Background: an optimization exercise with open tools, aiming at small area. Do not read the settings as production practice. In this exercise RTL edits were held to simulation tests only and were not proved equivalent to the original. No activity file was given, so power comes from the tool's default toggle rates.

**flow/config.mk**
```make
export PLATFORM = sky130hd
export DESIGN_NAME = adc_processing
export DESIGN_NICKNAME = adc_processing
export VERILOG_FILES = /design/flow/design.v
export SDC_FILE = /design/flow/constraint.sdc
export NUM_CORES = 4
export LEC_CHECK = 0
export CAP_MARGIN = 20
export CORE_MARGIN = 2
export CORE_UTILIZATION = 50
export PLACE_DENSITY = 0.6
export SLEW_MARGIN = 20
```
**flow/constraint.sdc**
```tcl
create_clock -name core_clock -period 10.0 [get_ports {clk}]
set_input_delay 2.0000 -clock core_clock [delete_from_list [all_inputs] [get_ports {clk}]]
set_output_delay 2.0000 -clock core_clock [all_outputs]
set_load 0.01 [all_outputs]
```
**flow/run.sh**
```bash
#!/bin/bash
# synth_recipe.tcl (not shown) runs the flow's synth.tcl, then flattens the netlist and writes it again
# the make line also repeats each setting of config.mk as NAME=value (left out here)
make -C /OpenROAD-flow-scripts/flow DESIGN_CONFIG=/design/flow/config.mk WORK_HOME=/design/flow/orfs CLKGATE_MAP_FILE= SYNTH_SCRIPT=/design/flow/synth_recipe.tcl finish
```
**flow/design.v**
```verilog
module averager
    #(parameter int
        power = 8,  
        N = 12)     
    (
        input logic clk,
        reset,
        EN,
        input logic [N-1:0] Din,    
        output logic [N-1:0] Q      
    );
    logic [power+N-1:0] sum;
    assign Q = sum[power+N-1:power];
    logic [power-1:0] cnt;
    logic full;
    logic [N-1:0] REG_ARRAY [2**power:1];
    logic [N-1:0] din_d;
    logic shift_d, hold_d;
    logic [N-1:0] oldest;
    assign oldest = !full   ? '0 :
                    shift_d ? REG_ARRAY[2**power-1] : REG_ARRAY[2**power];
    always_ff @(posedge clk) begin
        if (reset) begin
            sum  <= 0;
            cnt  <= 0;
            full <= 1'b0;
        end
        else if (EN) begin
            sum <= sum + Din - oldest;
            cnt <= cnt + 1'b1;
            if (&cnt) full <= 1'b1;
        end
    end
    always_ff @(posedge clk) begin
        din_d   <= Din;
        shift_d <= EN;
        hold_d  <= ~EN;
    end
    always_ff @(posedge clk) begin
        for (int j = 2**power; j > 1; j--) begin
            REG_ARRAY[j] <= ({N{shift_d}} & REG_ARRAY[j-1]) | ({N{hold_d}} & REG_ARRAY[j]);
        end
        REG_ARRAY[1] <= ({N{shift_d}} & din_d) | ({N{hold_d}} & REG_ARRAY[1]);
    end
endmodule
module adc_processing #(
    parameter int SCALING_FACTOR = 310866,
    parameter int SHIFT_FACTOR   = 19,
    parameter int NEGATIVE_FACTOR = 12
) (
    input  logic        clk,
    input  logic        reset,
    input  logic        ready,
    input  logic [15:0] data,
    output logic [15:0] ave_data,
    output logic [15:0] scaled_adc_data
);
    localparam int SCALING_FACTOR_WIDTH = $clog2(SCALING_FACTOR) + 1;
    localparam int INTERMEDIATE_WIDTH = 16 + SCALING_FACTOR_WIDTH;
    logic [INTERMEDIATE_WIDTH-1:0] scaled_adc_data_temp; 
    logic [15:0] scaled_adc_data_pipe;
    averager #(
        .power(8),  
        .N(16)      
    ) AVERAGER (
        .reset(reset),
        .clk(clk),
        .EN(ready),
        .Din(data),
        .Q(ave_data)
    );
    always_ff @(posedge clk) begin
        if (reset) begin
            scaled_adc_data <= 0;
            scaled_adc_data_temp <= 0;
            scaled_adc_data_pipe <= 0;
        end
        else if (ready) begin
            scaled_adc_data_temp <= ave_data * SCALING_FACTOR;             
            scaled_adc_data_pipe <= scaled_adc_data_temp >> SHIFT_FACTOR;  
            scaled_adc_data      <= scaled_adc_data_pipe - 12;             
        end                                                
    end                                                    
endmodule
```
==> key figures, run 1 <==
Outcome
  • Outcome: complete, no violations

Routing
  • Vias/cell: approximately 5.6
  • Via count: 75900
  • Drt pass-1 iters: 5
  • Routed WL: about 210 mm
  • 1st-iter DRT viols: roughly 5000
  • Wire per inst: 15.6 um
  • Routed Antenna Nets: 0
  • Residual DRC: 0

Die
  • Core footprint: roughly 260000 um^2
  • Initial Utilization: between 50% and 60%
  • Die area: ~270000 um^2
  • Die height: roughly 520 um
  • Rows: 188
  • Ports: roughly 50
  • Die width: between 500 and 600 um

Global routing
  • First-pass GRT wire length: 362 mm
  • Largest net degree at the start of global routing: 270
  • Initial antenna violation count: 1
  • Vias in the first global route: approximately 73000
  • Gr ovfl total: 0
  • Global Route Usage Sum: ~15%

Synth
  • Post-Synthesis Cells: about 10000
  • Register bit total from synthesis: between 4000 and 5000
  • EDFF count, synth: 0
  • Synth warn: 3
  • Yosys top cell by area: dfxtp_1
  • Count leader, synth: dfxtp_1
  • Mapped Avg Cell Area: 12.9 um^2
  • Yosys top cell area share: 63.9%
  • Synth async-reset ratio: 0%
  • Post-Synthesis Cell Area: 131000 um^2
  • Syn_nets: 10400
  • Ys flop type: dfxtp_1
  • Synth cell count leaders: 4195 x dfxtp_1, 4096 x a22o_1, 885 x clkbuf_1
  • Netlist cell types: 66
  • Seq/Total Area, Yosys: ~64%
  • Ranking of synthesized cells by area: dfxtp_1 64%, a22o_1 27%, clkbuf_1 2.5%

Timing
  • Slew HR: a little over an eighth
  • Worst setup margin: ~3500 ps
  • Period minus WS final: 6500 ps
  • Setup violators final: 0
  • Unrepaired setup endpoints after global routing: no
  • Max-slew violations: 0
  • Tcrit/Tclk final: 65.0%
  • Hold Violations, Final: 0
  • Peak Freq: 154 MHz
  • Measured slew at the worst slew-check pin: between 1000 and 1500 ps
  • Max Clock Skew: between 60 and 70 ps
  • Setup_tns: 0 ps

Clock network
  • Num CTS Buffers: slightly above 400
  • Clock Path Buffers: 4
  • Worst-Skew Late Latency: ~920 ps
  • H-tree depth: 5
  • Root Buffer Master: clkbuf_16
  • CTS Hold Bufs: 0
  • Post-CTS resize count: 0
  • Total clock sinks: 4195
  • CTS tree: yes
  • Post-CTS Setup Inserts: 0
  • Reg clk slew, reported paths: ~60 ps

Layout
  • Fillers: 21200
  • Nets: ~10000
  • Share of cells above drive strength 1: 7.59%
  • Area grow syn2layout: 12.5%
  • Finished layout cell area: between 100000 and 150000 um^2
  • Util after Layout: 56.4%
  • Area of the multi-input gates: 43000 um^2
  • Register area: approximately 84000 um^2

Flow run
  • Max capacitance violation total: 0

Power
  • PD cells: approximately 280 nW/um^2
  • Worst vdd ir: roughly 0.43 mV
  • Leakage: 59.4 nW

Hold path
  • HP Class: register to register

Setup path
  • Critical Path AT: between 7000 and 8000 ps
  • Critical Path Source Type: register
  • Critical path class: register to register
  • Required time worst endpoint: ~11000 ps
  • Worst Setup End Kind: register
  • CP Max Fanout: 11

Placed design
  • GPL Wtd Cong: around 0.8
  • Placed inst area: between 100000 and 150000 um^2
  • # port buffers: 50
  • Dpl ws: approximately 3500 ps
  • DP Wirelength: 110 mm
flip-flops by register name, indices dropped and copies added, names as in the netlist:
register	count
AVERAGER.sum	24
scaled_adc_data_pipe	16
AVERAGER.shift_d	1
AVERAGER.din_d	16
AVERAGER.hold_d	1
scaled_adc_data	16
AVERAGER.full	1
scaled_adc_data_temp	16
AVERAGER.REG_ARRAY	4096
AVERAGER.cnt	8
cell type report:
cell class | instances | area share, %
flip-flops and latches | 4195 | 56.8
clock inverters | 175 | 1.65
inverters | 186 | 0.473
multi-input cells | 4824 | 29.1
repair buffers | 116 | 0.889
well taps | 3515 | 2.98
clock buffers | 579 | 8.06
diodes | 1 | 0.00169
per-stage QoR:
stage / std cells / total power (W) / hold WS [ps]
after global routing: 13600 / 0.0437 / 423
after global placement: 12800 / 0.0260 / 436
after CTS: 13600 / 0.0420 / 413
after floorplan: 10200 / 0.0238 / 416
final: 13600 / 0.0412 / 406
after detailed placement: 12800 / 0.0259 / 430
routing by layer:
layer | GRT usage (%) | vias to the layer above | wire (um)
li1 | - | 37900 | -
met1 | 23.3 | 36900 | 114000
met2 | 22.1 | 734 | 86000
met3 | 2.60 | 366 | 7110
met4 | 4.81 | 0 | 5070
met5 | 0 | - | 0
placed cells by master, fill, tap and decap left out, drive strengths merged, types with 3 or more instances in the layout:
cell           count
o2111ai            3
nor2              89
xor2              23
clkinv           117
and2               4
clkinvlp           5
buf               68
nand2b             5
a31oi              5
clkbuf           579
nor3               9
nor2b             20
dfxtp           4195
o21bai             5
mux2i             53
nor3b              4
nor4               3
bufinv            45
o211ai             5
o21a               6
xnor2             20
a22o            4096
a211oi            22
fa               104
a311oi             4
a21oi             36
and3               8
o22ai              5
or3                6
and4               3
nand4              8
o21ai             22
nand2             36
clkdlybuf4s50     48
nand3              8
a21o              24
nand3b             5
inv              194
ha               160
power breakdown:
group	switching [W]	total, W	internal (W)	leakage [nW]
Combinational	0.00453	0.00791	0.00338	18.4
Clock	0.00639	0.0159	0.00950	7.10
Sequential	0.000327	0.0174	0.0171	33.9
Total	0.0112	0.0412	0.0300	59.4
worst paths after layout:
path	start	endpoint	slack, ps	depth (start not counted)
max	AVERAGER.sum[14]	scaled_adc_data_temp[29]	3500	20
min	AVERAGER.REG_ARRAY[249][10]	AVERAGER.REG_ARRAY[250][10]	410	1
max reg2reg	AVERAGER.sum[14]	scaled_adc_data_temp[29]	3500	20
min reg2reg	AVERAGER.REG_ARRAY[249][10]	AVERAGER.REG_ARRAY[250][10]	410	1
critical path: stages (launching register included):
cell and delay, ps:
dfxtp_1 750, fa_1 620, xor2_1 180, ha_1 180, or2_2 320, fa_1 510
fa_1 520, fa_1 510, inv_1 50, fa_1 470, inv_1 40, ha_1 310
a21o_1 190, a21o_1 200, a211oi_2 230, a21oi_2 130, a211oi_1 430, o21ai_1 190
a21oi_1 220, or4_1 130, o211ai_1 90
cells by family (layout without fill, tap and decap cells):
kind of cell / Yosys count / after routing / synth area share, %
DFF: 4195 / 4195 / 63.9
xor gates and xnor gates: 43 / 43 / 0.287
AOI/OAI and AO/OA: 4251 / 4251 / 28.2
muxes: 53 / 53 / 0.404
other: 0 / 1 / 0
and+or+nand+nor: 213 / 213 / 0.786
buffers and inverters: 1139 / 1056 / 3.30
adders and majority gates: 264 / 264 / 3.11
==> inputs of run 2 (changes only) <==
==> flow/design.v (replaced) <==
module averager
    #(parameter int
        power = 8,  
        N = 12)     
    (
        input logic clk,
        reset,
        EN,
        input logic [N-1:0] Din,    
        output logic [N-1:0] Q      
    );
    logic [power+N-1:0] sum;
    assign Q = sum[power+N-1:power];
    logic [N-1:0] REG_ARRAY [2**power:1];
    logic [N-1:0] din_d;
    logic shift_d, hold_d, clear_d;
    logic [N-1:0] oldest;
    assign oldest = clear_d ? '0 :
                    shift_d ? REG_ARRAY[2**power-1] : REG_ARRAY[2**power];
    always_ff @(posedge clk) begin
        if (reset)
            sum <= 0;
        else if (EN)
            sum <= sum + Din - oldest;
    end
    always_ff @(posedge clk) begin
        din_d   <= Din;
        shift_d <= EN & ~reset;
        hold_d  <= ~(EN | reset);
        clear_d <= reset;
    end
    always_ff @(posedge clk) begin
        for (int j = 2**power; j > 1; j--) begin
            REG_ARRAY[j] <= ({N{shift_d}} & REG_ARRAY[j-1]) | ({N{hold_d}} & REG_ARRAY[j]);
        end
        REG_ARRAY[1] <= ({N{shift_d}} & din_d) | ({N{hold_d}} & REG_ARRAY[1]);
    end
endmodule
module adc_processing #(
    parameter int SCALING_FACTOR = 310866,
    parameter int SHIFT_FACTOR   = 19,
    parameter int NEGATIVE_FACTOR = 12
) (
    input  logic        clk,
    input  logic        reset,
    input  logic        ready,
    input  logic [15:0] data,
    output logic [15:0] ave_data,
    output logic [15:0] scaled_adc_data
);
    localparam int SCALING_FACTOR_WIDTH = $clog2(SCALING_FACTOR) + 1;
    localparam int INTERMEDIATE_WIDTH = 16 + SCALING_FACTOR_WIDTH;
    localparam logic [INTERMEDIATE_WIDTH-1:0] OFFSET =
        INTERMEDIATE_WIDTH'(-(longint'(NEGATIVE_FACTOR) << SHIFT_FACTOR));
    localparam logic [15:0] STAGE_RESET = 16'(-NEGATIVE_FACTOR);
    logic [INTERMEDIATE_WIDTH-1:0] product;
    logic [15:0] stage1, stage2;
    averager #(
        .power(8),  
        .N(16)      
    ) AVERAGER (
        .reset(reset),
        .clk(clk),
        .EN(ready),
        .Din(data),
        .Q(ave_data)
    );
    localparam logic [INTERMEDIATE_WIDTH-1:0] NEG_FIX =
        INTERMEDIATE_WIDTH'((64'd1 << 9) - (64'd1 << 25));
    logic [15:0] ave_n;
    logic [INTERMEDIATE_WIDTH-1:0] x, xn;
    assign ave_n = ~ave_data;
    assign x  = INTERMEDIATE_WIDTH'(ave_data);
    assign xn = INTERMEDIATE_WIDTH'(ave_n);
    assign product = (x << 18) + (x << 15) + (x << 14) + (xn << 9) + (x << 6) + (x << 4) + (x << 1)
                   + NEG_FIX + OFFSET;
    always_ff @(posedge clk) begin
        if (reset) begin
            scaled_adc_data <= 0;
            stage1          <= STAGE_RESET;
            stage2          <= STAGE_RESET;
        end
        else if (ready) begin
            stage1          <= product[SHIFT_FACTOR +: 16];
            stage2          <= stage1;
            scaled_adc_data <= stage2;
        end
    end
endmodule
--- a/flow/config.mk
+++ b/flow/config.mk
@@ -8,5 +8,8 @@
 export CAP_MARGIN = 20
 export CORE_MARGIN = 2
-export CORE_UTILIZATION = 50
-export PLACE_DENSITY = 0.6
+export CORE_UTILIZATION = 80
+export CTS_BUF_LIST = sky130_fd_sc_hd__clkbuf_8
+export CTS_CLUSTER_DIAMETER = 40
+export CTS_CLUSTER_SIZE = 18
+export PLACE_DENSITY = 0.88
 export SLEW_MARGIN = 20
==> run 2 against run 1 <==
Routed wire length grew 23%. Worst setup slack gained 1300 ps. Total power shrank 23%. Global-route usage grew 15 points. Register-to-register slack gained 1300 ps. Clock power shrank 33%. First-iteration DRC count grew 49%. Maximum frequency grew 26%. Critical endpoint is now AVERAGER.sum[22].
==> key figures, run 2 <==
Setup path
  • Critical Path Source Type: register
  • CP max stage cell: dfxtp_4
  • CP Max Fanout: about 250
  • Critical Path AT: 6120 ps
  • Required time worst endpoint: between 10000 and 15000 ps
  • Ordered cell list for the critical path: buf_12 -> mux2i_1 -> nor2_1 -> fa_1 -> inv_1 -> ha_1 -> nor2b_1 -> o2111ai_1 -> a21oi_1 -> o311a_1 -> o21ai_1 -> o211ai_1 -> a2111o_1 -> nand3_1
  • Crit path largest cell delay: 890 ps
  • Critical path class: register to register
  • Worst Setup End Kind: register

Die
  • Ports: 51
  • Core footprint: approximately 160000 um^2
  • Die width: approximately 400 um
  • Initial Utilization: roughly four fifths
  • Die area: roughly 160000 um^2
  • Rows: 147
  • Die height: approximately 410 um

Global routing
  • Initial antenna violation count: 2
  • Largest net degree at the start of global routing: approximately 280
  • Gr ovfl total: 0
  • First-pass GRT wire length: ~420 mm
  • Vias in the first global route: 79300
  • Global Route Usage Sum: a little under a third

Clock network
  • Post-CTS resize count: 0
  • Worst-Skew Late Latency: around 1100 ps
  • Post-CTS Setup Inserts: 0
  • Root Buffer Master: clkbuf_8
  • H-tree depth: 5
  • Reg clk slew, reported paths: around 100 ps
  • Num CTS Buffers: ~370
  • Clock Path Buffers: 4
  • CTS tree: yes
  • CTS Hold Bufs: 0
  • Total clock sinks: between 4000 and 5000

Layout
  • Nets: between 9000 and 10000
  • Biggest regs: AVERAGER.REG_ARRAY x4096, AVERAGER.sum x24
  • Largest register FFs: just over 4000
  • Largest register by flop count: AVERAGER.REG_ARRAY
  • Finished layout cell area: between 100000 and 150000 um^2
  • Area grow syn2layout: 6.34%
  • Share of cells above drive strength 1: under 10%
  • Area of the multi-input gates: ~41000 um^2
  • Most frequent cells in the layout: 4185 x dfxtp_1, 4097 x a22o_1, 404 x clkbuf_8, 165 x inv_1, 91 x ha_1
  • Fillers: roughly 7100
  • Register area: ~84000 um^2
  • Most common cell after layout, fill and taps aside: dfxtp_1

Placed design
  • # port buffers: 50
  • Placed inst area: about 130000 um^2
  • DP Wirelength: ~120 mm
  • GPL Wtd Cong: between 0.8 and 0.9
  • Dpl ws: around 4600 ps

Routing
  • Residual DRC: 0
  • Routed Antenna Nets: 0
  • 1st-iter DRT viols: 7424
  • Via count: around 79000
  • Wire per inst: 21.9 um
  • Vias/cell: about 6.6
  • Drt pass-1 iters: 5
  • Routed WL: approximately 260 mm

Synth
  • Yosys top cell area share: between 60% and 70%
  • Post-Synthesis Cell Area: around 130000 um^2
  • Post-synthesis compound-gate area fraction: 28.7%
  • Post-Synth Simple-Gate Area: less than 1%
  • Register bit total from synthesis: roughly 4200
  • Synth async-reset ratio: 0%
  • Adder-cell area share of the yosys netlist: 1.94%
  • Mapped Avg Cell Area: about 13 um^2
  • Count leader, synth: dfxtp_1
  • Netlist cell types: between 50 and 60
  • XOR/XNOR Fraction of Synth Area: less than 1%
  • Ranking of synthesized cells by area: dfxtp_1 65%, a22o_1 28%, clkbuf_1 2.7%
  • EDFF count, synth: 0
  • Post-Synthesis Cells: between 9000 and 10000
  • Seq/Total Area, Yosys: about 65%
  • Mux share of post-synthesis cell area: less than 1%
  • Syn_nets: 10100
  • Largest family of logic cells by synthesized area: compound AO/OA/AOI/OAI gates
  • Yosys top cell by area: dfxtp_1
  • Synth cell count leaders: 4187 x dfxtp_1, 4097 x a22o_1, 912 x clkbuf_1
  • Ys flop type: dfxtp_1
  • Synth warn: 3

Flow run
  • Max capacitance violation total: 0

Hold path
  • HP Class: register to register

Timing
  • Hold Violations, Final: 0
  • Tcrit/Tclk final: 51.6%
  • Setup_tns: 0 ps
  • Min Hold Slack: just over 400 ps
  • Peak Freq: ~190 MHz
  • Slew HR: about a fifth
  • Max-slew violations: 0
  • Max Clock Skew: roughly 81 ps
  • Measured slew at the worst slew-check pin: 1210 ps
  • Setup violators final: 0
  • Period minus WS final: approximately 5200 ps
  • Unrepaired setup endpoints after global routing: no
  • Worst setup margin: between 4000 and 5000 ps

Power
  • Leakage: between 50 and 60 nW
  • Part of the power in the clock network: between 30% and 40%
  • PD cells: 233 nW/um^2
  • Worst vdd ir: ~0.55 mV
  • Int Pwr: 0.0230 W
  • Comb power frac: roughly 14%
  • Switching share of power: between 20% and 30%
  • Sw power: 0.00896 W
  • Share of power burned in registers: around 53%

Outcome
  • Outcome: complete, no violations
==> run 2: cell count changes after synthesis, sizes merged, moves of 5 or more <==
cell and delta:
buf -26, nand2 -9, a211o +16, inv -46
mux2i -9, o22ai +5, fa -36, ha -69
dfxtp -8, o21a +5, a211oi -15, nor2 -21
xor2 -14, clkbuf +27
==> run 2: final timing paths <==
kind / from / endpoint / slack, ps / depth (start not counted)
max: AVERAGER.shift_d / AVERAGER.sum[22] / 4840 / 14
min: AVERAGER.din_d[11] / AVERAGER.REG_ARRAY[1][11] / 400 / 1
max reg2reg: AVERAGER.shift_d / AVERAGER.sum[22] / 4840 / 14
min reg2reg: AVERAGER.din_d[11] / AVERAGER.REG_ARRAY[1][11] / 400 / 1
==> run 2: worst max-delay path, delay by kind of cell, from the launching register on <==
kind                       cells  cell delay (ps)
AOI/OAI and AO/OA              6             1710
adders and majority gates      2              840
buffers and inverters          2              780
DFF                            1              890
muxes                          1              270
and+or+nand+nor                3              320
==> run 2: power by group through the flow <==
stage               Sequential, W  Combinational, W  Clock, W
floorplan                  0.0172           0.00347         0
global placement           0.0173           0.00436         0
detailed placement         0.0173           0.00438         0
CTS                        0.0169           0.00441    0.0107
global route               0.0169           0.00497    0.0113
finish                     0.0169           0.00439    0.0106
==> run 2: stage by stage <==
step / utilization, % / std cells / total power [W]
2_1_floorplan: - / 9938 / 0.0207
3_3_place_gp: 80.6 / 11200 / 0.0216
3_5_place_dp: 80.6 / 11200 / 0.0217
4_1_cts: 85.5 / 11900 / 0.0320
5_1_grt: 85.5 / 11900 / 0.0332
6_report: 85.5 / 11900 / 0.0319
==> run 2: metal layers <==
layer	up-vias	routed length (um)	GRT usage [%]
met1	39300	113000	40.4
met3	606	10400	4.48
met5	-	0	0
met2	2009	130000	52.0
li1	37000	-	-
met4	0	6980	9.75
==> run 2: layout make-up <==
type	count	area share, %
diodes	5	0.00912
inverters	139	0.380
clock buffers	404	4.05
multi-input cells	4658	29.9
clock inverters	232	1.73
repair buffers	97	0.857
well taps	2160	1.97
flip-flops and latches	4187	61.1
==> run 2: kinds of logic after synthesis <==
group / count (synthesis)
compound gates: 4267
flops: 4187
buf+inv: 1093
fa+ha+maj: 159
simple gates: 159
mux: 45
xor+xnor: 28
==> inputs of run 3 (changes only) <==
==> flow/config.mk (replaced) <==
export PLATFORM = sky130hd
export DESIGN_NAME = adc_processing
export DESIGN_NICKNAME = adc_processing
export VERILOG_FILES = /design/flow/design.v
export SDC_FILE = /design/flow/constraint.sdc
export NUM_CORES = 4
export LEC_CHECK = 0
export CAP_MARGIN = 20
export CORE_MARGIN = 2
export CORE_UTILIZATION = 70
export CTS_BUF_LIST = sky130_fd_sc_hd__clkbuf_16
export CTS_CLUSTER_DIAMETER = 50
export CTS_CLUSTER_SIZE = 25
export PLACE_DENSITY = 0.8
export SLEW_MARGIN = 20
==> run 3 against run 2 <==
Routed wire length decreased by 13%. Critical endpoint unchanged. Critical path type unchanged. Core utilization down 10 points. Sequential power about the same. Non-clock buffer count grew 22. Total power is 0.72% higher. First-iteration DRC count is 25% lower. Combinational power increased by 4.8%. Clock power barely moved. Area after synthesis unchanged. Clock-buffer cell count decreased by 172. Via count shrank 5.5%.
==> key figures, run 3 <==
Global routing
  • GR Util met3: 2.90%
  • First-pass GRT wire length: roughly 370 mm
  • Gr ovfl total: 0
  • Vias in the first global route: roughly 72000
  • Global Route Usage Sum: around a quarter
  • Largest net degree at the start of global routing: between 200 and 300
  • Met2 Track Usage GR: about two fifths
  • Initial antenna violation count: 1
  • M1 GR Usage: roughly a third
  • GR peak layer: met2

Timing
  • Max-slew violations: 0
  • Hold Violations, Final: 0
  • Peak Freq: between 150 and 200 MHz
  • Measured slew at the worst slew-check pin: between 1000 and 1500 ps
  • Unrepaired setup endpoints after global routing: no
  • Tcrit/Tclk final: 52.1%
  • Setup_tns: 0 ps
  • Slew HR: 18.7%
  • Min Hold Slack: approximately 460 ps
  • Max Clock Skew: 36.1 ps
  • Setup violators final: 0
  • Period minus WS final: ~5200 ps

Setup path
  • Critical Path AT: 6020 ps
  • Worst setup path startpoint: AVERAGER.shift_d
  • Critical Path Source Type: register
  • Worst Setup End Kind: register
  • Critical path class: register to register
  • FF-to-FF path depth: 13
  • Required time worst endpoint: 10810 ps
  • Reg-to-reg startpoint: AVERAGER.shift_d
  • CP Max Fanout: 84

Routing
  • Vias/cell: 6.22
  • Via count: between 70000 and 80000
  • 1st-iter DRT viols: approximately 5600
  • Wire per inst: ~19 um
  • Routed Antenna Nets: 0
  • Residual DRC: 0
  • Drt pass-1 iters: 5
  • Routed WL: about 230 mm

Clock network
  • Num CTS Buffers: 230
  • Total clock sinks: about 4200
  • Clock Path Buffers: 3
  • Worst-Skew Late Latency: just under 900 ps
  • Root Buffer Master: clkbuf_16
  • Post-CTS Setup Inserts: 0
  • Post-CTS resize count: 0
  • CTS tree: yes
  • CTS Hold Bufs: 0
  • Reg clk slew, reported paths: 90 ps
  • H-tree depth: 4

Hold path
  • Worst hold start: AVERAGER.REG_ARRAY[188][8]
  • HP Class: register to register
  • Worst Hold Depth: 1

Synth
  • Register bit total from synthesis: about 4200
  • Count leader, synth: dfxtp_1
  • Synth cell count leaders: 4187 x dfxtp_1, 4097 x a22o_1, 912 x clkbuf_1
  • Yosys top cell by area: dfxtp_1
  • Ranking of synthesized cells by area: dfxtp_1 65%, a22o_1 28%, clkbuf_1 2.7%
  • Yosys top cell area share: about 65%
  • Post-Synthesis Cells: 9938
  • Ys flop type: dfxtp_1
  • Post-Synthesis Cell Area: 129000 um^2
  • Synth warn: 3
  • Netlist cell types: between 50 and 60
  • EDFF count, synth: 0
  • Mapped Avg Cell Area: 13.0 um^2
  • Seq/Total Area, Yosys: approximately 65%
  • Synth async-reset ratio: 0%
  • Syn_nets: roughly 10000

Power
  • Worst vdd ir: about 0.32 mV
  • Leakage: approximately 54 nW
  • PD cells: 234 nW/um^2

Layout
  • Most common cell after layout, fill and taps aside: dfxtp_1
  • Fillers: ~12000
  • Biggest regs: AVERAGER.REG_ARRAY x4096, AVERAGER.sum x24
  • Most frequent cells in the layout: 4185 x dfxtp_1, 4097 x a22o_1, 232 x clkbuf_16, 147 x inv_1, 91 x ha_1
  • Share of cells above drive strength 1: roughly 4.9%
  • Register area: between 80000 and 90000 um^2
  • Area of the multi-input gates: 41000 um^2
  • Largest register FFs: about 4100
  • Largest register by flop count: AVERAGER.REG_ARRAY
  • Util after Layout: approximately three quarters
  • Area grow syn2layout: 6.69%
  • Nets: between 9000 and 10000

Die
  • Initial Utilization: a little over two thirds
  • Die area: about 190000 um^2
  • Die width: approximately 430 um
  • Die height: approximately 430 um
  • Rows: about 160
  • Ports: just over 50
  • Core footprint: 183000 um^2

Outcome
  • Outcome: complete, no violations

Flow run
  • Max capacitance violation total: 0

Placed design
  • DP Wirelength: ~130 mm
  • GPL Wtd Cong: between 0.8 and 0.9
  • # port buffers: 50
-- run 3: cell counts after synthesis --
Identical to the previous run, type by type.
-- run 3: worst max-delay path, cell delays in order, from the launching register on --
cell,delay (ps)
dfxtp_4,900
buf_4,780
mux2i_1,450
nor2_1,130
fa_1,520
inv_1,40
ha_1,330
and3_1,230
a31o_2,270
o311a_1,410
o21ai_1,360
o211ai_1,190
a2111o_1,390
nand3_1,70
-- run 3: layer usage --
layer | share of wire [%] | vias up
li1 | - | 36700
met1 | 46 | 36900
met2 | 48 | 661
met4 | 3.1 | 0
met3 | 2.2 | 305
met5 | 0 | -
-- run 3: logic make-up after synthesis --
logic type	count (synthesis)	synth area share, %
buffers and inverters	1093	3.23
multiplexers	45	0.350
flip-flops	4187	65.0
adder cells (fa/ha/maj)	159	1.94
XOR/XNOR	28	0.190
AO/OA/AOI/OAI	4267	28.7
AND/OR/NAND/NOR	159	0.592
-- run 3: layout make-up --
class / count / area share (%)
sequential: 4187 / 60.9
multi-input combinational: 4658 / 29.8
clock buffer: 232 / 4.22
tap: 2464 / 2.24
clock inverter: 181 / 1.55
timing repair buffer: 119 / 0.904
inverter: 139 / 0.379
antenna: 4 / 0.00727
-- run 3: power breakdown --
group,total [W],internal (W),switching [W]
logic,0.00460,0.00178,0.00282
registers,0.0169,0.0167,0.000152
clock network,0.0106,0.00494,0.00571
-- run 3: per-stage QoR --
| stage | worst slack [ps] | power (W) | instances | area, um^2 |
|---|---|---|---|---|
| final | 4790 | 0.0322 | 12000 | 138000 |
| after global routing | 4490 | 0.0336 | 12000 | 138000 |
| after CTS | 4710 | 0.0324 | 12000 | 138000 |
| after detailed placement | 4450 | 0.0219 | 11600 | 130000 |
| after global placement | 4470 | 0.0219 | 11600 | 130000 |
| after floorplan | 5430 | 0.0207 | 9938 | 129000 |
-- run 3: path summary, 6_finish.rpt --
path / end / slack [ps]
worst max-delay path: AVERAGER.sum[22] / 4790
worst min register to register: AVERAGER.REG_ARRAY[189][8] / 460
worst max register to register: AVERAGER.sum[22] / 4790
worst min-delay path: AVERAGER.REG_ARRAY[189][8] / 460
==> inputs of run 4 (changes only) <==
--- a/flow/config.mk
+++ b/flow/config.mk
@@ -10,6 +10,6 @@
 export CORE_UTILIZATION = 70
 export CTS_BUF_LIST = sky130_fd_sc_hd__clkbuf_16
-export CTS_CLUSTER_DIAMETER = 50
-export CTS_CLUSTER_SIZE = 25
+export CTS_CLUSTER_DIAMETER = 55
+export CTS_CLUSTER_SIZE = 32
 export PLACE_DENSITY = 0.8
 export SLEW_MARGIN = 20
==> run 4 against run 3 <==
Largest cell class unchanged. Synthesized cell count is the same. Highest routed layer unchanged. Area after synthesis stayed put. Final cell count down 0.60%. Critical endpoint unchanged. Total power shrank 2.8%.
==> key figures, run 4 <==
Outcome
  • Outcome: complete, no violations

Global routing
  • Initial antenna violation count: 1
  • Vias in the first global route: ~72000
  • Largest net degree at the start of global routing: 274
  • First-pass GRT wire length: approximately 370 mm
  • Global Route Usage Sum: 23.2%
  • Gr ovfl total: 0

Placed design
  • Dpl ws: between 4000 and 5000 ps
  • GPL Wtd Cong: between 0.8 and 0.9
  • DP Wirelength: approximately 130 mm
  • # port buffers: 50

Routing
  • Wire per inst: approximately 19 um
  • Via count: 74100
  • Vias/cell: ~6.2
  • Residual DRC: 0
  • 1st-iter DRT viols: between 5000 and 6000
  • Routed Antenna Nets: 0
  • Routed WL: ~220 mm
  • Drt pass-1 iters: 5

Clock network
  • Post-CTS Setup Inserts: 0
  • Reg clk slew, reported paths: 110 ps
  • Num CTS Buffers: about 190
  • Root Buffer Master: clkbuf_16
  • Worst-Skew Late Latency: 880 ps
  • Clock Path Buffers: 3
  • CTS Hold Bufs: 0
  • CTS tree: yes
  • Post-CTS resize count: 0
  • H-tree depth: 4
  • Total clock sinks: about 4200

Setup path
  • Reg-to-reg startpoint: AVERAGER.shift_d
  • Reg2reg setup slack: around 4800 ps
  • Critical Path AT: between 6000 and 7000 ps
  • Worst Setup End Kind: register
  • CP Max Fanout: 84
  • Required time worst endpoint: 10780 ps
  • Critical path class: register to register
  • Worst reg2reg path endpoint: AVERAGER.sum[22]
  • Worst setup path startpoint: AVERAGER.shift_d
  • FF-to-FF path depth: 13
  • Critical Path Source Type: register

Timing
  • Slew HR: 27.3%
  • Tcrit/Tclk final: a little over half
  • Measured slew at the worst slew-check pin: roughly 1100 ps
  • Setup violators final: 0
  • Max Clock Skew: roughly 48 ps
  • Hold Violations, Final: 0
  • Period minus WS final: 5240 ps
  • Setup_tns: 0 ps
  • Max-slew violations: 0
  • Peak Freq: around 190 MHz
  • Min Hold Slack: about 450 ps
  • Unrepaired setup endpoints after global routing: no
  • Worst setup margin: around 4800 ps

Layout
  • Most common cell after layout, fill and taps aside: dfxtp_1
  • Largest register by flop count: AVERAGER.REG_ARRAY
  • Area grow syn2layout: 5.88%
  • Most frequent cells in the layout: 4185 x dfxtp_1, 4097 x a22o_1, 195 x clkbuf_16, 146 x inv_1, 91 x ha_1
  • Share of cells above drive strength 1: approximately 4.4%
  • Largest register FFs: between 4000 and 5000
  • Fillers: about 12000
  • Util after Layout: ~75%
  • Biggest regs: AVERAGER.REG_ARRAY x4096, AVERAGER.sum x24
  • Nets: 9473

Die
  • Core footprint: about 180000 um^2
  • Rows: 157
  • Die height: 433 um
  • Die width: 433 um
  • Initial Utilization: 70.5%
  • Die area: between 150000 and 200000 um^2
  • Ports: 51

Synth
  • Ranking of synthesized cells by area: dfxtp_1 65%, a22o_1 28%, clkbuf_1 2.7%
  • Post-Synthesis Cell Area: about 130000 um^2
  • Synth cell count leaders: 4187 x dfxtp_1, 4097 x a22o_1, 912 x clkbuf_1
  • Syn_nets: ~10000
  • Yosys top cell by area: dfxtp_1
  • Netlist cell types: 59
  • Post-Synthesis Cells: between 9000 and 10000
  • Synth warn: 3
  • EDFF count, synth: 0
  • Ys flop type: dfxtp_1
  • Yosys top cell area share: 65.0%
  • Count leader, synth: dfxtp_1
  • Seq/Total Area, Yosys: about two thirds
  • Mapped Avg Cell Area: between 10 and 15 um^2
  • Synth async-reset ratio: 0%
  • Register bit total from synthesis: approximately 4200

Power
  • Worst vdd ir: between 0.3 and 0.4 mV
  • Pwr Total: about 0.031 W
  • Leakage: roughly 53 nW
  • PD cells: approximately 230 nW/um^2

Hold path
  • Hold Path End: AVERAGER.REG_ARRAY[122][4]
  • HP Class: register to register
  • Worst Hold Depth: 1
  • Worst hold start: AVERAGER.REG_ARRAY[121][4]

Flow run
  • Max capacitance violation total: 0
## run 4: critical path: stages (launching register included)
cell and delay (ps):
dfxtp_4 910, buf_4 760, mux2i_1 450, nor2_1 130, fa_1 520, inv_1 40, ha_1 330, and3_1 230
a31o_2 270, o311a_1 410, o21ai_1 370, o211ai_1 190, a2111o_1 390, nand3_1 70
## run 4: how the worst max path moves through the flow
stage / slack (ps) / to / depth (start not counted)
after global routing: 4510 / AVERAGER.sum[22] / 13
after global placement: 4470 / AVERAGER.sum[22] / 13
after CTS: 4710 / AVERAGER.sum[22] / 13
final: 4760 / AVERAGER.sum[22] / 13
after detailed placement: 4450 / AVERAGER.sum[22] / 13
after floorplan: 5430 / AVERAGER.sum[22] / 11
## run 4: per-layer routing
layer / GRT usage (%) / part of all wire [%] / up-vias
met2: 38.3 / 48 / 637
met4: 7.80 / 3.2 / 0
met1: 32.0 / 47 / 36500
met3: 2.62 / 2.2 / 299
li1: - / - / 36600
met5: 0 / 0 / -
## run 4: metrics by stage
step | area, um^2 | instances
after floorplan | 129000 | 9938
after global placement | 130000 | 11600
after detailed placement | 130000 | 11600
after CTS | 137000 | 11900
after global routing | 137000 | 11900
final | 137000 | 11900
## run 4: cell type report
class                           instances  area (um^2)  share of cell area (%)
Sequential cell                      4187        83800                    61.4
Multi-Input combinational cell       4658        41000                    30.0
Clock buffer                          195         4880                    3.57
Tap cell                             2464         3080                    2.26
Clock inverter                        150         2030                    1.49
Timing Repair Buffer                  118         1230                   0.899
Inverter                              139          522                   0.382
Antenna cell                            1         2.50                 0.00183
## run 4: power by group
part,internal (W),leakage (nW),switching (W)
logic,0.00179,16.3,0.00282
registers,0.0168,33.7,0.000153
clock network,0.00410,3.36,0.00563
total,0.0226,53.4,0.00861
## run 4: logic make-up after synthesis
logic type / count (synthesis) / share of synthesized area (%)
AO/OA/AOI/OAI: 4267 / 28.7
flip-flops: 4187 / 65.0
buffers and inverters: 1093 / 3.23
adder cells (fa/ha/maj): 159 / 1.94
AND/OR/NAND/NOR: 159 / 0.592
multiplexers: 45 / 0.350
XOR/XNOR: 28 / 0.190
==> inputs of run 5 (changes only) <==
==> flow/flow/run.sh (new file) <==
#!/bin/bash
# Standard layout, except that clock tree synthesis inserts no dummy loads
# and clusters up to 30 flip-flops per leaf buffer.
set -euo pipefail
export CTS_ARGS="-sink_clustering_enable -repair_clock_nets -dont_use_dummy_load -buf_list sky130_fd_sc_hd__clkbuf_16 -sink_clustering_size 30 -sink_clustering_max_diameter 50"
bash standard.sh > standard.log 2>&1
==> flow/standard.sh (new file) <==
#!/bin/bash
# synth_recipe.tcl (not shown) runs the flow's synth.tcl, then flattens the netlist and writes it again
# the make line also repeats each setting of config.mk as NAME=value (left out here)
make -C /OpenROAD-flow-scripts/flow DESIGN_CONFIG=/design/flow/config.mk WORK_HOME=/design/flow/orfs CLKGATE_MAP_FILE= SYNTH_SCRIPT=/design/flow/synth_recipe.tcl "${@:-finish}"
--- a/flow/config.mk
+++ b/flow/config.mk
@@ -9,7 +9,4 @@
 export CORE_MARGIN = 2
 export CORE_UTILIZATION = 70
-export CTS_BUF_LIST = sky130_fd_sc_hd__clkbuf_16
-export CTS_CLUSTER_DIAMETER = 55
-export CTS_CLUSTER_SIZE = 32
 export PLACE_DENSITY = 0.8
 export SLEW_MARGIN = 20
removed: flow/run.sh
==> run 5 against run 4 <==
Still clean. Area after synthesis unchanged. Combinational power about the same. Highest routed layer unchanged. Total power decreased by 2.8%. Sequential power about the same.
==> key figures, run 5 <==
Outcome
  • Outcome: complete, no violations

Die
  • Die height: approximately 430 um
  • Die area: around 190000 um^2
  • Rows: 157
  • Initial Utilization: around 70%
  • Die width: ~430 um
  • Ports: between 50 and 60
  • Core footprint: around 180000 um^2

Synth
  • Post-Synthesis Cells: 9938
  • Post-Synth Simple-Gate Area: less than 1%
  • Syn_nets: 10100
  • Yosys top cell area share: between 60% and 70%
  • EDFF count, synth: 0
  • Netlist cell types: 59
  • Synth async-reset ratio: 0%
  • Synth cell count leaders: 4187 x dfxtp_1, 4097 x a22o_1, 912 x clkbuf_1
  • Seq/Total Area, Yosys: 65.0%
  • Largest family of logic cells by synthesized area: compound AO/OA/AOI/OAI gates
  • Post-Synthesis Cell Area: approximately 130000 um^2
  • Post-synthesis compound-gate area fraction: roughly 29%
  • Ys flop type: dfxtp_1
  • Mux share of post-synthesis cell area: 0.350%
  • Ranking of synthesized cells by area: dfxtp_1 65%, a22o_1 28%, clkbuf_1 2.7%
  • Adder-cell area share of the yosys netlist: under 10%
  • Count leader, synth: dfxtp_1
  • XOR/XNOR Fraction of Synth Area: less than 1%
  • Synth warn: 3
  • Mapped Avg Cell Area: 13.0 um^2
  • Register bit total from synthesis: 4187
  • Yosys top cell by area: dfxtp_1

Global routing
  • Gr ovfl total: 0
  • Largest net degree at the start of global routing: 274
  • Initial antenna violation count: 0
  • First-pass GRT wire length: 371 mm
  • Global Route Usage Sum: approximately a quarter
  • Vias in the first global route: between 70000 and 80000

Routing
  • Vias/cell: ~6.3
  • 1st-iter DRT viols: approximately 5500
  • Routed WL: roughly 220 mm
  • Wire per inst: roughly 19 um
  • Drt pass-1 iters: 5
  • Residual DRC: 0
  • Via count: roughly 74000
  • Routed Antenna Nets: 0

Layout
  • Area grow syn2layout: 4.92%
  • Biggest regs: AVERAGER.REG_ARRAY x4096, AVERAGER.sum x24
  • Nets: roughly 9500
  • Share of cells above drive strength 1: 3.31%
  • Largest register by flop count: AVERAGER.REG_ARRAY
  • Fillers: roughly 12000
  • Most common cell after layout, fill and taps aside: dfxtp_1
  • Most frequent cells in the layout: 4185 x dfxtp_1, 4097 x a22o_1, 226 x clkbuf_16, 139 x inv_1, 91 x ha_1
  • Largest register FFs: between 4000 and 5000
  • Antenna Cells: 0

Clock network
  • Worst-Skew Late Latency: about 880 ps
  • H-tree depth: 4
  • Num CTS Buffers: around 230
  • Post-CTS Setup Inserts: 0
  • Clock Path Buffers: 3
  • CTS Hold Bufs: 0
  • Total clock sinks: 4187
  • Root Buffer Master: clkbuf_16
  • Post-CTS resize count: 0
  • CTS tree: yes
  • Reg clk slew, reported paths: between 100 and 150 ps

Setup path
  • Worst reg2reg path endpoint: AVERAGER.sum[22]
  • Required time worst endpoint: 10730 ps
  • Critical Path Source Type: register
  • Reg2reg setup slack: between 4000 and 5000 ps
  • Critical path class: register to register
  • Worst setup path startpoint: AVERAGER.shift_d
  • Critical Path AT: approximately 6000 ps
  • CP Max Fanout: between 80 and 90
  • Worst Setup End Kind: register
  • FF-to-FF path depth: 13
  • Reg-to-reg startpoint: AVERAGER.shift_d

Hold path
  • Hold Path End: AVERAGER.REG_ARRAY[78][15]
  • Worst Hold Depth: 1
  • Worst hold start: AVERAGER.REG_ARRAY[77][15]
  • HP Class: register to register

Power
  • Leakage: around 53 nW
  • PD cells: around 220 nW/um^2
  • Int Pwr: between 0.02 and 0.025 W
  • Comb power frac: approximately 15%
  • Switching share of power: around a quarter
  • Sw power: slightly below 0.008 W
  • Worst vdd ir: 0.317 mV
  • Part of the power in the clock network: between 20% and 30%
  • Share of power burned in registers: about 56%

Timing
  • Setup_tns: 0 ps
  • Setup violators final: 0
  • Worst setup margin: approximately 4700 ps
  • Max-slew violations: 0
  • Measured slew at the worst slew-check pin: 1110 ps
  • Max Clock Skew: roughly 100 ps
  • Tcrit/Tclk final: 52.7%
  • Period minus WS final: about 5300 ps
  • Peak Freq: between 150 and 200 MHz
  • Unrepaired setup endpoints after global routing: no
  • Slew HR: about a quarter
  • Hold Violations, Final: 0

Placed design
  • Dpl ws: between 4000 and 5000 ps
  • GPL Wtd Cong: 0.817
  • DP Wirelength: 130 mm
  • # port buffers: 50

Flow run
  • Max capacitance violation total: 0
-- run 5: cell counts after synthesis --
No cell type changed its count.
-- run 5: layer usage --
| metal | wire length, um | global-route usage, % | up-vias |
|---|---|---|---|
| met2 | 110000 | 39.1 | 603 |
| met4 | 5880 | 6.60 | 0 |
| met5 | 0 | 0 | - |
| met3 | 4850 | 2.79 | 297 |
| met1 | 105000 | 31.8 | 36500 |
| li1 | - | - | 36500 |
-- run 5: layout make-up --
cell class | instances | area [um^2] | area share, %
multi-input combinational | 4658 | 41000 | 30.3
timing repair buffer | 119 | 1250 | 0.922
inverter | 139 | 522 | 0.385
sequential | 4187 | 83800 | 61.9
tap | 2464 | 3080 | 2.28
clock buffer | 226 | 5660 | 4.18
-- run 5: worst max-delay path by stage --
stage | endpoint | slack, ps
5_1_grt | AVERAGER.sum[21] | 4450
6_report | AVERAGER.sum[22] | 4730
2_1_floorplan | AVERAGER.sum[22] | 5430
3_3_place_gp | AVERAGER.sum[22] | 4470
4_1_cts | AVERAGER.sum[22] | 4670
3_5_place_dp | AVERAGER.sum[22] | 4450
-- run 5: power groups by stage --
stage | clock, W | combinational, W | sequential, W
floorplan | 0 | 0.00347 | 0.0172
global placement | 0 | 0.00465 | 0.0173
detailed placement | 0 | 0.00460 | 0.0173
CTS | 0.00904 | 0.00463 | 0.0169
global route | 0.00965 | 0.00519 | 0.0169
finish | 0.00886 | 0.00462 | 0.0169
-- run 5: cells by family after synthesis --
kind of cell / count (synthesis)
AO/OA/AOI/OAI: 4267
flip-flops: 4187
buffers and inverters: 1093
adder cells (fa/ha/maj): 159
AND/OR/NAND/NOR: 159
multiplexers: 45
XOR/XNOR: 28
-- run 5: stage by stage --
step / hold slack [ps] / instance area (um^2) / util [%] / power, W / instances
after global routing: 426 / 135000 / 73.9 / 0.0318 / 11800
after floorplan: 416 / 129000 / - / 0.0207 / 9938
after global placement: 445 / 130000 / 70.8 / 0.0219 / 11600
after CTS: 412 / 135000 / 73.9 / 0.0306 / 11800
final: 415 / 135000 / 73.9 / 0.0304 / 11800
after detailed placement: 444 / 130000 / 70.8 / 0.0219 / 11600
-- run 5: worst max-delay path, cell delays in order, from the launching register on --
cell,delay (ps)
dfxtp_4,910
buf_4,770
mux2i_1,440
nor2_1,130
fa_1,520
inv_1,40
ha_1,330
and3_1,240
a31o_2,270
o311a_1,420
o21ai_1,370
o211ai_1,190
a2111o_1,390
nand3_1,70

[separate check: timing with driven ports]
Ports are ideal in the flow. The routed layouts listed here were re-timed in OpenROAD.
Step 1 sets driving cells, clkbuf_16 on the clock port and buf_2 on the other inputs (assumed; they add their load-dependent delay and slew).
Step 2 times the ports against the registers' clock, not the clock port: input delays grow and output delays shrink by t, the midpoint of the rising clock arrivals with the driver on.
a / b / c = ideal ports / drivers / drivers and shift; a / b = the first two.
run	shift t [ns]	slack for setup (ns)	worst setup path at the end	clock arrival spread, ns	cell pins on the clock port's net
run 1	0.972	3.503 / 3.503 / 3.503	register to register	0.077 / 0.077	1
run 2	1.135	4.841 / 4.841 / 4.478	input to register	0.089 / 0.089	1
run 3	0.968	4.786 / 4.786 / 4.363	input to register	0.051 / 0.051	1
run 4	0.944	4.760 / 4.760 / 4.371	input to register	0.049 / 0.049	1
run 5	0.922	4.727 / 4.727 / 4.310	input to register	0.124 / 0.123	1
After both steps setup and hold are still met in every run listed. For run 3, which loses most, drivers alone change the setup slack by 0.000 ns; drivers and shift together by -0.423 ns.
